Background: an optimization exercise with open tools, aiming at small area. Do not read the settings as production practice.
At most, simulation tests tie the RTL to the original design; equivalence was not proved.

Setup of the previous run:
==> flow/design.v (excerpt) <==
module Sobel
#(
    parameter IMAGE_W   =   128  ,
    parameter IMAGE_H   =   480  ,
    parameter IMAGE_DW  =   8
)
(
    input                           InVideoClk  ,
    input                           InVideoVs   ,
    input                           InVideoDe   ,
    input   [IMAGE_DW -1 :0]        InVideoData ,
    output                          OutVideoVs  ,
    output                          OutVideoDe  ,
    output  [IMAGE_DW -1 :0]        OutVideoData
);
For scale: about 2700 cells after synthesis, roughly 21 I/O pins.
Settings: LEC_CHECK=0, CAP_MARGIN=20, CORE_MARGIN=2, CORE_UTILIZATION=60, CTS_BUF_LIST=sky130_fd_sc_hd__clkbuf_8, CTS_CLUSTER_DIAMETER=50, CTS_CLUSTER_SIZE=20, SLEW_MARGIN=20; clock period 8.0 ns.
run.sh (not shown) runs the stock make flow with config.mk's settings and CLKGATE_MAP_FILE= SYNTH_SCRIPT=/design/flow/synth_recipe.tcl, a recipe that flattens the netlist after the stock synthesis.
--- input diff the previous run..the current run ---
diff --git a/flow/design.v b/flow/design.v
--- a/flow/design.v
+++ b/flow/design.v
@@ -510,20 +510,15 @@
 assign Diff260[7] = Part258[7] ^ ~Trial259[7] ^ bc267;
 wire bc268 = (Part258[7] & ~Trial259[7]) | (bc267 & (Part258[7] ^ ~Trial259[7]));
 assign Diff260[8] = Part258[8] ^ ~Trial259[8] ^ bc268;
 wire bc269 = (Part258[8] & ~Trial259[8]) | (bc268 & (Part258[8] ^ ~Trial259[8]));
 assign Diff260[9] = Part258[9] ^ 1'b1 ^ bc269;
 wire Ge270 = ~Diff260[9];
 wire [7:0] Root271 = {Root256,Ge270};
-reg [7:0] rOut;
-always@(posedge InClk)
-begin
-    rOut <= rS5_Sat ? 8'hff : Root271;
-end
-assign OutData = rOut;
+assign OutData = rS5_Sat ? 8'hff : Root271;
 endmodule
 module Sobel
 #(
     parameter IMAGE_W   =   128  ,
     parameter IMAGE_H   =   480  ,
     parameter IMAGE_DW  =   8
 )
@@ -542,15 +537,15 @@
 wire    [9:0]       V2          ;
 wire    [8:0]       H1          ;
 wire    [8:0]       H2          ;
 wire                De1         ;
 wire    [7:0]       AbsX        ;
 wire    [7:0]       AbsY        ;
 wire                Sat         ;
-reg     [2:0]       rDe         ;
+reg     [1:0]       rDe         ;
 PluseDection PluseDection
 (
     .clk        (InVideoClk ),
     .in_sig     (InVideoVs  ),
     .pos_sig    (PosVs      )
 );
 Matrix #(.IMAGE_W(IMAGE_W)) u_Matrix
@@ -587,12 +582,12 @@
     .InAbsX     (AbsX       ),
     .InAbsY     (AbsY       ),
     .InSat      (Sat        ),
     .OutData    (OutVideoData)
 );
 always@(posedge InVideoClk)
 begin
-    rDe <= {rDe[1:0],De1};
+    rDe <= {rDe[0],De1};
 end
 assign OutVideoVs = InVideoVs;
-assign OutVideoDe = rDe[2];
+assign OutVideoDe = rDe[1];
 endmodule
### Flow results
To summarise the current run: no stage aborted, but the layout did not pass its checks, failing on negative setup slack.
Per the comparison of the current run with the previous run, area occupied by multi-input gates higher, placer's final routability congestion estimate lower, pre-CTS setup slack lower.
Delay of the slowest cell on the worst path delta for the current run relative to the previous run: 0.14 ns lower
Delta (the current run minus the previous run): utilization rose 0.23 points; placeable core region held; cell depth of the worst setup path saw an increase; area growth from synthesis to layout grew by 0.59 points.
Comparing share of layout cells above drive strength 1 for the previous run and the current run, the bigger number came from the current run.
Between the previous run and the current run, worst-case headroom to the max-slew limit is higher for the previous run, the current run comes in under that.
Going from the previous run to the current run, total wire length saw a decrease; global-route usage roughly the same.
No run of this note included a check of the RTL's function; only the layout flow was run.

* * *

## run 1
The RTL this note starts from:
==> flow/design.v <==
module PluseDection(
    input   clk     ,
    input   in_sig  ,
    output  pos_sig
);
reg in_sig_r;
always @(posedge clk)
    in_sig_r <= in_sig;
assign pos_sig = in_sig & ~in_sig_r;
endmodule
module LineBuf
#(
    parameter       IMAGE_W         =   128
)
(
    input  wire                         InClk            ,
    input  wire                         InEn             ,
    input  wire [7:0]                   InData           ,
    output wire [7:0]                   OutData
);
reg             [8*IMAGE_W-1:0]         rShift               ;
always@(posedge InClk)
begin
    if(InEn)
        rShift<={rShift[8*IMAGE_W-9:0],InData};
end
assign OutData=rShift[8*IMAGE_W-1 -:8];
endmodule
module Matrix
#(
    parameter       IMAGE_W         =   128
)
(
    input  wire                         InClk       ,
    input  wire                         InClr       ,
    input  wire                         InDe        ,
    input  wire [7:0]                   InData      ,
    output wire [7:0]                   OutP2       ,    
    output wire [7:0]                   OutP1       ,    
    output wire [7:0]                   OutP0       ,    
    output reg  [9:0]                   OutV2       ,    
    output reg  signed [8:0]            OutH1       ,    
    output reg  signed [8:0]            OutH2       ,    
    output reg                          OutDe            
);
reg                             rRowOk      ;    
reg             [9:0]           rV1         ;
wire            [7:0]           BufLine1    ;
wire            [7:0]           BufLine2    ;
always@(posedge InClk)
begin
    if(InClr)
        rRowOk<=1'b0;
    else if(OutDe&&!InDe)
        rRowOk<=1'b1;
end
assign OutP0 = InDe           ? InData   : 8'd0;
assign OutP1 = (InDe&&rRowOk) ? BufLine1 : 8'd0;
assign OutP2 = (InDe&&rRowOk) ? BufLine2 : 8'd0;
LineBuf #(.IMAGE_W(IMAGE_W)) u0_LineBuf
(
    .InClk      (InClk      ),
    .InEn       (InDe       ),
    .InData     (InData     ),
    .OutData    (BufLine1   )
);
LineBuf #(.IMAGE_W(IMAGE_W)) u1_LineBuf
(
    .InClk      (InClk      ),
    .InEn       (InDe       ),
    .InData     (OutP1      ),
    .OutData    (BufLine2   )
);
wire [9:0]          V = {2'b00,OutP2} + {1'b0,OutP1,1'b0} + {2'b00,OutP0};
wire signed [8:0]   SP2 = {1'b0,OutP2};
wire signed [8:0]   SP0 = {1'b0,OutP0};
wire signed [8:0]   H = SP2 - SP0;
always@(posedge InClk)
begin
    rV1   <= V;
    OutV2 <= rV1;
    OutH1 <= H;
    OutH2 <= OutH1;
    OutDe <= InDe;
end
endmodule
module CalCore
(
    input                       InClk       ,
    input       [7:0]           InP2        ,
    input       [7:0]           InP1        ,
    input       [7:0]           InP0        ,
    input       [9:0]           InV2        ,
    input  signed [8:0]         InH1        ,
    input  signed [8:0]         InH2        ,
    output reg  [7:0]           OutAbsX     ,
    output reg  [7:0]           OutAbsY     ,
    output reg                  OutSat
);
wire signed [11:0]  P2 = {4'd0,InP2};
wire signed [11:0]  P1x2 = {3'd0,InP1,1'b0};
wire signed [11:0]  P0 = {4'd0,InP0};
wire signed [11:0]  V2 = {2'd0,InV2};
wire signed [11:0]  H2 = {{3{InH2[8]}},InH2};
wire signed [11:0]  H1x2 = {{2{InH1[8]}},InH1,1'b0};
wire signed [11:0]  XPart = P2 + P1x2 - V2;
wire signed [11:0]  YPart = H2 + H1x2 + P2;
wire signed [11:0]  Gx = XPart + P0;
wire signed [11:0]  Gy = YPart - P0;
wire        [9:0]   Ax = Gx[9:0] ^ {10{Gx[11]}};
wire        [9:0]   Ay = Gy[9:0] ^ {10{Gy[11]}};
always@(posedge InClk)
begin
    OutAbsX <= Ax[7:0];
    OutAbsY <= Ay[7:0];
    OutSat  <= |{Ax[9:8],Ay[9:8]};
end
endmodule
module SquareRoot
#(
    parameter   SPLIT1  =   1   ,
    parameter   SPLIT2  =   5
)
(
    input                       InClk       ,
    input       [7:0]           InAbsX      ,
    input       [7:0]           InAbsY      ,
    input                       InSat       ,
    output      [7:0]           OutData
);
function [15:0] Square;
    input [7:0] x;
    integer i;
    begin
        Square = 16'd0;
        for(i=0;i<8;i=i+1)
            Square[2*i] = x[i];
    end
endfunction
function [15:0] Cross;
    input [7:0] x;
    input integer i;
    begin
        Cross = ({8'd0,x} >> (i+1)) & {16{x[i]}};
        Cross = Cross << (2*i+2);
    end
endfunction
wire    [16:0]      Sum = Square(InAbsX) + Square(InAbsY)
                        + Cross(InAbsX,0) + Cross(InAbsX,1) + Cross(InAbsX,2) + Cross(InAbsX,3)
                        + Cross(InAbsX,4) + Cross(InAbsX,5) + Cross(InAbsX,6)
                        + Cross(InAbsY,0) + Cross(InAbsY,1) + Cross(InAbsY,2) + Cross(InAbsY,3)
                        + Cross(InAbsY,4) + Cross(InAbsY,5) + Cross(InAbsY,6);
wire    [15:0]      Rad     [0:8]   ;
wire    [8:0]       Rem     [0:8]   ;
wire    [7:0]       Root    [0:8]   ;
wire                SatS    [0:8]   ;
assign Rad[0]  = Sum[15:0];
assign Rem[0]  = 9'd0;
assign Root[0] = 8'd0;
assign SatS[0] = InSat | Sum[16];
genvar k;
generate
for(k=0;k<8;k=k+1)
begin: g_step
    wire    [15:0]  RadIn  ;
    wire    [8:0]   RemIn  ;
    wire    [7:0]   RootIn ;
    wire            SatIn  ;
    if(k==SPLIT1||k==SPLIT2)
    begin: g_reg
        reg     [15:0]      rRad    ;
        reg     [8:0]       rRem    ;
        reg     [7:0]       rRoot   ;
        reg                 rSat    ;
        always@(posedge InClk)
        begin
            rRad  <= Rad[k];
            rRem  <= Rem[k];
            rRoot <= Root[k];
            rSat  <= SatS[k];
        end
        assign RadIn  = rRad;
        assign RemIn  = rRem;
        assign RootIn = rRoot;
        assign SatIn  = rSat;
    end
    else
    begin: g_wire
        assign RadIn  = Rad[k];
        assign RemIn  = Rem[k];
        assign RootIn = Root[k];
        assign SatIn  = SatS[k];
    end
    wire    [k+2:0] Part  = {RemIn[k:0],RadIn[15:14]};
    wire    [k+1:0] Trial = {RootIn[k:0],2'b01};
    wire    [k+2:0] Diff  = Part - {1'b0,Trial};
    wire            Ge    = ~Diff[k+2];
    assign Rad[k+1]  = {RadIn[13:0],2'b00};
    assign Root[k+1] = {RootIn[6:0],Ge};
    assign SatS[k+1] = SatIn;
    if(k<7)
    begin: g_rem
        wire [k+1:0] RemNext = Ge ? Diff[k+1:0] : Part[k+1:0];
        assign Rem[k+1] = {{(7-k){1'b0}},RemNext};
    end
    else
    begin: g_last
        assign Rem[k+1] = 9'd0;
    end
end
endgenerate
assign OutData = SatS[8] ? 8'hff : Root[8];
endmodule
module Sobel
#(
    parameter IMAGE_W   =   128  ,
    parameter IMAGE_H   =   480  ,
    parameter IMAGE_DW  =   8
)
(
    input                           InVideoClk  ,
    input                           InVideoVs   ,
    input                           InVideoDe   ,
    input   [IMAGE_DW -1 :0]        InVideoData ,
    output                          OutVideoVs  ,
    output                          OutVideoDe  ,
    output  [IMAGE_DW -1 :0]        OutVideoData
);
wire                PosVs       ;
wire    [7:0]       P2          ;
wire    [7:0]       P1          ;
wire    [7:0]       P0          ;
wire    [9:0]       V2          ;
wire signed [8:0]   H1          ;
wire signed [8:0]   H2          ;
wire                De1         ;
wire    [7:0]       AbsX        ;
wire    [7:0]       AbsY        ;
wire                Sat         ;
reg     [1:0]       rDe         ;
PluseDection PluseDection
(
    .clk        (InVideoClk ),
    .in_sig     (InVideoVs  ),
    .pos_sig    (PosVs      )
);
Matrix #(.IMAGE_W(IMAGE_W)) u_Matrix
(
    .InClk      (InVideoClk ),
    .InClr      (PosVs      ),
    .InDe       (InVideoDe  ),
    .InData     (InVideoData),
    .OutP2      (P2         ),
    .OutP1      (P1         ),
    .OutP0      (P0         ),
    .OutV2      (V2         ),
    .OutH1      (H1         ),
    .OutH2      (H2         ),
    .OutDe      (De1        )
);
CalCore u_CalCore
(
    .InClk      (InVideoClk ),
    .InP2       (P2         ),
    .InP1       (P1         ),
    .InP0       (P0         ),
    .InV2       (V2         ),
    .InH1       (H1         ),
    .InH2       (H2         ),
    .OutAbsX    (AbsX       ),
    .OutAbsY    (AbsY       ),
    .OutSat     (Sat        )
);
SquareRoot u_SquareRoot
(
    .InClk      (InVideoClk ),
    .InAbsX     (AbsX       ),
    .InAbsY     (AbsY       ),
    .InSat      (Sat        ),
    .OutData    (OutVideoData)
);
always@(posedge InVideoClk)
begin
    rDe <= {rDe[0],De1};
end
assign OutVideoVs = InVideoVs;
assign OutVideoDe = rDe[1];
endmodule
clock: 8.0 ns
lec_check: 0
cap_margin: 20
core_margin: 2
core_utilization: 40
slew_margin: 20
Run 1: all stages complete, timing, DRC and antenna checks passed
Input-level comparison between run 2 and run 1:
diff --git a/flow/design.v b/flow/design.v
--- a/flow/design.v
+++ b/flow/design.v
@@ -116,64 +116,43 @@
     OutSat  <= |{Ax[9:8],Ay[9:8]};
 end
 endmodule
 module SquareRoot
 #(
-    parameter   SPLIT1  =   1   ,
-    parameter   SPLIT2  =   5
+    parameter   SPLIT   =   3
 )
 (
     input                       InClk       ,
     input       [7:0]           InAbsX      ,
     input       [7:0]           InAbsY      ,
     input                       InSat       ,
     output      [7:0]           OutData
 );
-function [15:0] Square;
-    input [7:0] x;
-    integer i;
-    begin
-        Square = 16'd0;
-        for(i=0;i<8;i=i+1)
-            Square[2*i] = x[i];
-    end
-endfunction
-function [15:0] Cross;
-    input [7:0] x;
-    input integer i;
-    begin
-        Cross = ({8'd0,x} >> (i+1)) & {16{x[i]}};
-        Cross = Cross << (2*i+2);
-    end
-endfunction
-wire    [16:0]      Sum = Square(InAbsX) + Square(InAbsY)
-                        + Cross(InAbsX,0) + Cross(InAbsX,1) + Cross(InAbsX,2) + Cross(InAbsX,3)
-                        + Cross(InAbsX,4) + Cross(InAbsX,5) + Cross(InAbsX,6)
-                        + Cross(InAbsY,0) + Cross(InAbsY,1) + Cross(InAbsY,2) + Cross(InAbsY,3)
-                        + Cross(InAbsY,4) + Cross(InAbsY,5) + Cross(InAbsY,6);
+wire    [16:0]      Sum = InAbsX*InAbsX + InAbsY*InAbsY;
+wire                Sat = InSat | Sum[16];
 wire    [15:0]      Rad     [0:8]   ;
 wire    [8:0]       Rem     [0:8]   ;
 wire    [7:0]       Root    [0:8]   ;
 wire                SatS    [0:8]   ;
+reg     [15:0]      rRad            ;
+reg     [8:0]       rRem            ;
+reg     [7:0]       rRoot           ;
+reg                 rSat            ;
 assign Rad[0]  = Sum[15:0];
 assign Rem[0]  = 9'd0;
 assign Root[0] = 8'd0;
-assign SatS[0] = InSat | Sum[16];
+assign SatS[0] = Sat;
 genvar k;
 generate
 for(k=0;k<8;k=k+1)
 begin: g_step
     wire    [15:0]  RadIn  ;
     wire    [8:0]   RemIn  ;
     wire    [7:0]   RootIn ;
     wire            SatIn  ;
-    if(k==SPLIT1||k==SPLIT2)
+    if(k==SPLIT)
     begin: g_reg
-        reg     [15:0]      rRad    ;
-        reg     [8:0]       rRem    ;
-        reg     [7:0]       rRoot   ;
-        reg                 rSat    ;
         always@(posedge InClk)
         begin
             rRad  <= Rad[k];
             rRem  <= Rem[k];
             rRoot <= Root[k];
@@ -235,11 +214,11 @@
 wire signed [8:0]   H2          ;
 wire                De1         ;
 wire    [7:0]       AbsX        ;
 wire    [7:0]       AbsY        ;
 wire                Sat         ;
-reg     [1:0]       rDe         ;
+reg                 rDe         ;
 PluseDection PluseDection
 (
     .clk        (InVideoClk ),
     .in_sig     (InVideoVs  ),
     .pos_sig    (PosVs      )
@@ -279,10 +258,10 @@
     .InSat      (Sat        ),
     .OutData    (OutVideoData)
 );
 always@(posedge InVideoClk)
 begin
-    rDe <= {rDe[0],De1};
+    rDe <= De1;
 end
 assign OutVideoVs = InVideoVs;
-assign OutVideoDe = rDe[1];
-endmodule
+assign OutVideoDe = rDe;
+endmodule
==> summary.txt <==
The run showing the greater least setup slack across all paths after layout is run 1.
On run 2: transition time at the pin with the least slew margin is 0.089 ns higher than what run 1 gave.
Between run 1 and run 2, the flow reports floorplan die area increasing slightly.
On number of nets in the synthesized netlist: run 2 sits above run 1.
Summary across run 2 and run 1: the single failing run is run 2.
What the final checks of run 2 revealed, after a flow that finished every stage, was a layout that fails on negative setup slack.
What run 1 reported for logic depth of the worst path, buffers included has to be multiplied by 1.5 to get the figure for run 2.
Overall track demand over capacity in global routing (lower): run 1

==> what the ideal ports hide <==
In the flow no input, the clock included, has a driving cell. The finished layouts below were timed again as built, in two steps. Step 1 assumes that a clkbuf_16 drives the clock port and a buf_2 every other input. Step 2 times the ports against the registers' clock, not the clock port: input delays grow and output delays shrink by t, the midpoint of the rising clock arrivals with the driver on. Slacks: ideal ports / drivers / drivers and shift; pairs: ideal ports / drivers.
run | t (ns) | slack for setup (ns) | clock arrival spread, ns
the previous run | 0.891 | 0.763 / 0.763 / 0.581 | 0.053 / 0.053
the current run | 0.907 | -0.544 / -0.608 / 0.245 | 0.044 / 0.044
run 1 | 0.868 | 0.350 / 0.277 / 0.935 | 0.063 / 0.062
run 2 | 0.865 | -2.554 / -2.630 / -1.765 | 0.065 / 0.065
For the previous run, which loses most, drivers alone change the setup slack by 0.000 ns; drivers and shift together by -0.182 ns.
